Background: an optimization exercise with open tools, aiming at small area. Do not read the settings as production practice.
Only simulation tests tie the RTL to the original design; equivalence was not proved.
Power and IR drop assume default switching activity.

## flow/flow/run.sh

```bash
#!/bin/bash
# Standard layout (the standard.sh) with three changes:
#  - ABC maps the logic with an area-oriented script (flow/area.abc) instead
#    of ORFS's speed script; registers come from the standard synthesis;
#  - every port still gets a buffer, but a sky130_fd_sc_hd__buf_1;
#  - clock tree sinks are clustered in larger groups, without dummy loads.
set -euo pipefail
W=$(pwd)
cat > "$W/own_synth.tcl" <<EOT
proc own_abc_script {n1 n2 op} {
  global abc_args
  set i [lsearch -exact \$abc_args -script]
  if {\$i >= 0} { lset abc_args [expr {\$i + 1}] {$W/flow/area.abc} }
}
trace add variable ::abc_args write own_abc_script
source {$W/synth_recipe.tcl}
EOT
bash "$W/standard.sh" \
  "SYNTH_SCRIPT=$W/own_synth.tcl" \
  "BUFFER_PORTS_ARGS=-buffer_cell sky130_fd_sc_hd__buf_1" \
  "CTS_ARGS=-sink_clustering_enable -repair_clock_nets -sink_clustering_size 16 -sink_clustering_max_diameter 60 -buf_list sky130_fd_sc_hd__clkbuf_8 -dont_use_dummy_load" \
  finish > "$W/flow.log" 2>&1
```

## flow/flow/area.abc

```
strash
&get -n
&dch -f
&nf -R 1000
&put
```

## flow/standard.sh

```bash
#!/bin/bash
# synth_recipe.tcl (not shown) runs the flow's synth.tcl, then flattens the netlist and writes it again
# the make line also repeats each setting of config.mk as NAME=value (left out here)
make -C /OpenROAD-flow-scripts/flow DESIGN_CONFIG=/design/flow/config.mk WORK_HOME=/design/flow/orfs CLKGATE_MAP_FILE= SYNTH_SCRIPT=/design/flow/synth_recipe.tcl "${@:-finish}"
```

## flow/config.mk

```make
export PLATFORM = sky130hd
export DESIGN_NAME = alu_datapath
export DESIGN_NICKNAME = alu_datapath
export VERILOG_FILES = /design/flow/design.v
export SDC_FILE = /design/flow/constraint.sdc
export NUM_CORES = 4
export LEC_CHECK = 0
export CAP_MARGIN = 20
export CORE_MARGIN = 2
export CORE_UTILIZATION = 40
export SLEW_MARGIN = 20
```

## flow/constraint.sdc

```tcl
create_clock -name core_clock -period 10.0 [get_ports {clk}]
set_input_delay 2.0000 -clock core_clock [delete_from_list [all_inputs] [get_ports {clk}]]
set_output_delay 2.0000 -clock core_clock [all_outputs]
set_load 0.01 [all_outputs]
```

## flow/design.v

```verilog
module AluMux (z, x, y, mux_ctrl);
output wire [31:0] z;
input  wire [31:0] x, y;
input  wire mux_ctrl;
assign z = mux_ctrl ? y : x;
endmodule
module RegisterFile (rd1, rd2, rr1, rr2, wr, wd, we, clk);
output wire [31:0] rd1, rd2;
input  wire [4:0]  rr1, rr2, wr;
input  wire        we, clk;
input  wire [31:0] wd;
reg [31:0] rf [7:0];
reg [2:0]  ra1, ra2, wa;        
reg        rv1, rv2, wv;        
reg [31:0] wbuf;                
always @(posedge clk) begin
    if (wv)
        rf[wa] <= wbuf;
    wbuf <= wd;
    wa   <= wr[2:0];
    wv   <= we && wr[4:3] == 2'b00;
    ra1  <= rr1[2:0];
    rv1  <= rr1[4:3] == 2'b00;
    ra2  <= rr2[2:0];
    rv2  <= rr2[4:3] == 2'b00;
end
wire [7:0] s1 = {8{rv1}} & (8'd1 << ra1);
wire [7:0] s2 = {8{rv2}} & (8'd1 << ra2);
assign rd1 = ({32{s1[0]}} & rf[0]) | ({32{s1[1]}} & rf[1]) |
             ({32{s1[2]}} & rf[2]) | ({32{s1[3]}} & rf[3]) |
             ({32{s1[4]}} & rf[4]) | ({32{s1[5]}} & rf[5]) |
             ({32{s1[6]}} & rf[6]) | ({32{s1[7]}} & rf[7]);
assign rd2 = ({32{s2[0]}} & rf[0]) | ({32{s2[1]}} & rf[1]) |
             ({32{s2[2]}} & rf[2]) | ({32{s2[3]}} & rf[3]) |
             ({32{s2[4]}} & rf[4]) | ({32{s2[5]}} & rf[5]) |
             ({32{s2[6]}} & rf[6]) | ({32{s2[7]}} & rf[7]);
endmodule
module Alu (Result, A, B, op, shamount, sign);
output wire [31:0] Result;
input  wire        sign;
input  wire [31:0] A, B;
input  wire [3:0]  op;
input  wire [3:0]  shamount;
wire        inv = (op == 4'd1) || (op == 4'd7) || (op == 4'd8);
wire        cin = (op == 4'd1) || (op == 4'd8);
wire [31:0] bx  = B ^ {32{inv}};
wire [31:0] p   = A ^ bx;
wire [31:0] g   = A & bx;
wire [31:0] G [0:5];
wire [31:0] P [0:5];
assign G[0] = {g[31:1], g[0] | (p[0] & cin)};
assign P[0] = p;
genvar k, i;
generate
    for (k = 0; k < 5; k = k + 1) begin : g_lvl
        for (i = 0; i < 32; i = i + 1) begin : g_bit
            if ((i >> k) & 1) begin : g_op
                localparam integer J = ((i >> (k + 1)) << (k + 1)) + (1 << k) - 1;
                assign G[k+1][i] = G[k][i] | (P[k][i] & G[k][J]);
                assign P[k+1][i] = P[k][i] & P[k][J];
            end else begin : g_pass
                assign G[k+1][i] = G[k][i];
                assign P[k+1][i] = P[k][i];
            end
        end
    end
endgenerate
wire [32:0] c   = {G[5], cin};
wire [31:0] sum = p ^ c[31:0];
wire        cmp = c[32] ^ sign ^ op[3];
wire        left = (op[1:0] == 2'b00);
wire        fill = op[1] & A[31];
wire [46:0] x  = left ? {A, 15'd0} : {{15{fill}}, A};
wire [3:0]  t  = shamount ^ {4{left}};
wire [38:0] y3 = t[3] ? x[46:8]  : x[38:0];
wire [34:0] y2 = t[2] ? y3[38:4] : y3[34:0];
wire [32:0] y1 = t[1] ? y2[34:2] : y2[32:0];
wire [31:0] sh = t[0] ? y1[32:1] : y1[31:0];
wire s_add = (op == 4'd0) || (op == 4'd1);
wire s_and = (op == 4'd2);
wire s_or  = (op == 4'd3);
wire s_sh  = (op == 4'd4) || (op == 4'd5) || (op == 4'd6);
wire s_cmp = (op == 4'd7) || (op == 4'd8);
assign Result = ({32{s_add}}        & sum) |
                ({32{s_and | s_or}} & g)   |
                ({32{s_or}}         & p)   |
                ({32{s_sh}}         & sh)  |
                {31'd0, s_cmp & cmp};
endmodule
module alu_datapath (
    input  wire        clk,
    input  wire        we,
    input  wire        mux_ctrl,
    input  wire [4:0]  rr1,
    input  wire [4:0]  rr2,
    input  wire [4:0]  wr,
    input  wire [31:0] write_data,
    input  wire [3:0]  op,
    input  wire [3:0]  shamount,
    input  wire        sign,
    output wire [31:0] result
);
wire [31:0] rd1, rd2, wd;
Alu          myAlu (result, rd1, rd2, op, shamount, sign);
AluMux       muxx  (wd, write_data, result, mux_ctrl);
RegisterFile RF    (rd1, rd2, rr1, rr2, wr, wd, we, clk);
endmodule
```

==> results.txt <==
## flip-flops by register name, summed over array words and instances (netlist names)
| register | cells |
|---|---|
| RF.wa | 3 |
| RF.wbuf | 32 |
| RF.wv | 1 |
| RF.ra2 | 3 |
| RF.rv1 | 1 |
| RF.ra1 | 3 |
| RF.rf | 256 |
| RF.rv2 | 1 |
## report_power, final
group	internal [uW]	leakage, uW	switching (uW)	total (uW)
clock network	231	0.000187	370	601
logic	147	0.00277	261	408
registers	1400	0.00270	34.4	1440
total	1780	0.00566	665	2440
## worst max path at each step
stage	start	endpoint	slack, ns	cells after the start
floorplan	op[0]	result[28]	0.09	22
global placement	op[1]	result[28]	0.29	24
detailed placement	op[1]	result[28]	0.18	24
CTS	op[1]	result[28]	0.17	24
global route	op[1]	result[0]	0.07	27
finish	op[1]	result[0]	0.55	27
## worst reg2reg max path: cells and delay by family (launching register included)
family,cells,cell delay [ns]
flip-flops,1,0.41
multiplexers,1,0.31
AO/OA/AOI/OAI,8,2.43
adder cells (fa/ha/maj),2,0.98
AND/OR/NAND/NOR,11,1.58
XOR/XNOR,2,0.38
buffers and inverters,3,0.52
## metrics by stage
stage | hold WS (ns) | setup slack [ns] | area (sq um) | std cells | util (%)
floorplan | 0.5070 | 0.09160 | 15090 | 1292 | -
global placement | 0.5350 | 0.2892 | 16660 | 1951 | 44.56
detailed placement | 0.5366 | 0.1844 | 16660 | 1951 | 44.56
CTS | 0.4924 | 0.1744 | 17020 | 1977 | 45.51
global route | 0.5099 | 0.07325 | 17040 | 1977 | 45.55
finish | 0.4869 | 0.5541 | 17040 | 1977 | 45.55
## kinds of logic after synthesis
family                   count (synthesis)  share of synthesized area [%]
multiplexers                            65                          4.618
AND/OR/NAND/NOR                        385                          11.26
flip-flops                             300                          56.77
buffers and inverters                   23                         0.5720
AO/OA/AOI/OAI                          432                          20.49
adder cells (fa/ha/maj)                 38                          3.449
XOR/XNOR                                49                          2.844
## repair_timing
action                                  4_1_cts  5_1_grt
hold buffers                                  0        0
gates resized for setup                       0        5
endpoints found under the setup margin        0        8
## layout by cell type (no fill, tap or decap), types with 4 or more instances in the layout
| cell type | synthesis | routed |
|---|---|---|
| fa_1 | 6 | 6 |
| nor2_2 | 0 | 13 |
| nor2_1 | 90 | 71 |
| nor3_1 | 13 | 6 |
| a22oi_1 | 35 | 35 |
| o22ai_1 | 7 | 7 |
| edfxtp_1 | 256 | 256 |
| a21oi_1 | 104 | 103 |
| o21a_1 | 4 | 4 |
| clkbuf_8 | 0 | 26 |
| nor3_2 | 0 | 7 |
| ha_1 | 32 | 32 |
| xor2_1 | 11 | 11 |
| nand3_1 | 57 | 57 |
| a222oi_1 | 90 | 90 |
| and3_1 | 8 | 8 |
| xnor2_1 | 38 | 34 |
| buf_1 | 0 | 88 |
| o21ai_0 | 77 | 74 |
| o211ai_1 | 30 | 30 |
| xnor2_2 | 0 | 4 |
| clkinv_1 | 23 | 23 |
| dfxtp_1 | 44 | 44 |
| or3_1 | 11 | 11 |
| a221oi_1 | 39 | 39 |
| nor2_4 | 0 | 6 |
| mux2i_1 | 28 | 28 |
| nand2b_1 | 12 | 12 |
| nand4_1 | 18 | 18 |
| a22o_1 | 20 | 20 |
| o221ai_1 | 4 | 4 |
| buf_4 | 0 | 58 |
| mux2_1 | 37 | 37 |
| nand2_1 | 161 | 161 |
## final cells by class
type	count	area, sq um
flip-flops and latches	300	8568
clock buffers	26	357.8
repair buffers	148	775.7
multi-input cells	969	6608
well taps	511	639.4
inverters	23	86.33
fillers	3517	20360
## layer usage
| layer | share of wire (%) | wire [um] | vias up | GRT usage, % |
|---|---|---|---|---|
| li1 | - | - | 5621 | - |
| met1 | 41 | 20620 | 6105 | 34.60 |
| met2 | 46 | 23000 | 714 | 41.10 |
| met3 | 11 | 5287 | 99 | 4.957 |
| met4 | 2.6 | 1287 | 0 | 7.853 |
| met5 | 0 | 0 | - | 0 |
==> metrics.md <==
| Metric | Value |
|---|---|
| Area grow syn2layout | 12.88% |
| Unrepaired setup endpoints after global routing | false |
| CP Data Arrival Time | between 7 and 8 ns |
| Sequential-to-total area share from yosys stat | roughly 57% |
| Clock buffer count from CTS | 26 |
| Slew Viols, Final | 0 |
| Critical Path Source Type | input pin |
| Outcome | no timing/DRC/antenna violations |
| GRT Util Overall | roughly a quarter |
| Share of the synthesized area in the top cell type | around half |
| Initial antenna violation count | 0 |
| Clk sinks | 300 |
| CP top delay family | simple AND/OR/NAND/NOR gates |
| NumNets Final | approximately 1600 |
| Pwr Total | about 2400 uW |
| Clock tree buffer depth | 3 |
| Relative max-transition margin | roughly a quarter |
| Hold_sp | RF.wbuf[4] |
| Slowest stage delay, CP | around 0.50 ns |
| Setup TNS | 0 ns |
| Mapped Cells | roughly 1300 |
| Latest clock arrival within the worst-skew pair | slightly above 0.6 ns |
| FF-to-FF path depth | 27 |
| Remaining antenna violation count | 0 |
| Global-route wire length before repair | about 74000 um |
| Worst Setup End Kind | output pin |
| Max-cap violations | 0 |
| Inserted Diodes | 0 |
| Worst Hold Class | flop to flop |
| Port Buffers | 90 |
| DR vias | ~13000 |
| Hold depth | 0 |
| Die width | between 150 and 200 um |
| Post-DP HPWL | about 33000 um |
| Num ports | just over 90 |
| Worst Tran Pin Value | between 1 and 1.5 ns |
| Number of setup buffers added after CTS | 0 |
| Row count | 71 |
| CP max-delay cell | fa_1 |
| Cells taking the most area after synthesis | edfxtp_1 51%, a222oi_1 6.0%, dfxtp_1 5.8%, nand2_1 4.0%, a21oi_1 3.4% |
| CP max FO | 6 |
| Synth area leader | edfxtp_1 |
| Final Skew | about 0.085 ns |
| DR iter-0 viols | between 1500 and 2000 |
| Worst R2R End | RF.wbuf[0] |
| Die height | 198.2 um |
| First-pass DRT Iterations | 8 |
| Post-DR vias/cell | 6.342 |
| Crit path buffers/inverters | 4 |
| WL/cell | 25.39 um |
| Clock root buffer | clkbuf_8 |
| Final hold violation count | 0 |
| Worst Hold End | RF.rf[5][4] |
| Die area | roughly 40000 sq um |
| Most frequent cell after synthesis | edfxtp_1 |
| Worst-path clk slew | 0.09 ns |
| Power Density | between 100 and 150 nW/um^2 |
| Max Fclk | about 0.11 GHz |
| Peak supply drop | a little over 0.0001 V |
| EDFF count, synth | between 200 and 300 |
| Post-synth ARST share | 0% |
| Largest net degree at the start of global routing | 57 |
| Mapped Nets | between 1000 and 1500 |
| Synthesized flop and latch total | 300 |
| GRT Residual Overflow | 0 |
| Finish-stage setup viols | 0 |
| Netlist cell types | 46 |
| Starting density of the core | around two fifths |
| Layout cell share with drive strength beyond 1 | under 10% |
| Mapped Area | about 15000 sq um |
| Gp weighted congestion | between 0.9 and 1 |
| P_leak | ~0.0057 uW |
| Drt drc | 0 |
| Top post-synthesis cells by count | 256 x edfxtp_1, 161 x nand2_1, 104 x a21oi_1, 90 x a222oi_1, 90 x nor2_1 |
| Mapped Avg Cell Area | between 10 and 15 sq um |
| Critical Path RT | 8.00 ns |
| FF-to-FF setup slack | 3.27 ns |
| CTS tree | yes |
| H-tree depth | 1 |
| Min Clock Period, post-route | 9.446 ns |
| Yosys warns | 2 |
| Reg-to-Reg Start | RF.ra2[1] |
| Core area | approximately 37000 sq um |
| Critical path class | input pin to output pin |
| Routed wire length | approximately 50000 um |
| Final Cycle Share | between 90 and 100% |
| Ys flop type | edfxtp_1 |
| Number of global-route vias before repair | approximately 12000 |

==> re-timing with driven ports <==
The results above use ideal ports. As a check the final layout listed here was re-extracted and re-timed, cells and wires unchanged. Step 1 (the two cells are an assumption about what drives the block):
set clk [get_ports {clk}]
set_driving_cell -lib_cell sky130_fd_sc_hd__clkbuf_16 $clk
set_driving_cell -lib_cell sky130_fd_sc_hd__buf_2 [delete_from_list [all_inputs] $clk]
Step 2 also shifts input and output timing later by t, the mid clock arrival at the registers, as if the neighbouring blocks saw the same clock. Slacks: ideal / step 1 / step 2; pairs: ideal / step 1.
t (ns): 0.622
setup slack, ns: 0.554 / 0.523 / 0.523
hold WS [ns]: 0.487 / 0.487 / 0.487
clock arrival spread, ns: 0.086 / 0.086
worst data-port slew with drivers (ns): 0.07
After both steps this run still meets setup and hold. For this run, drivers alone change the setup slack by -0.031 ns; drivers and shift together by -0.031 ns.
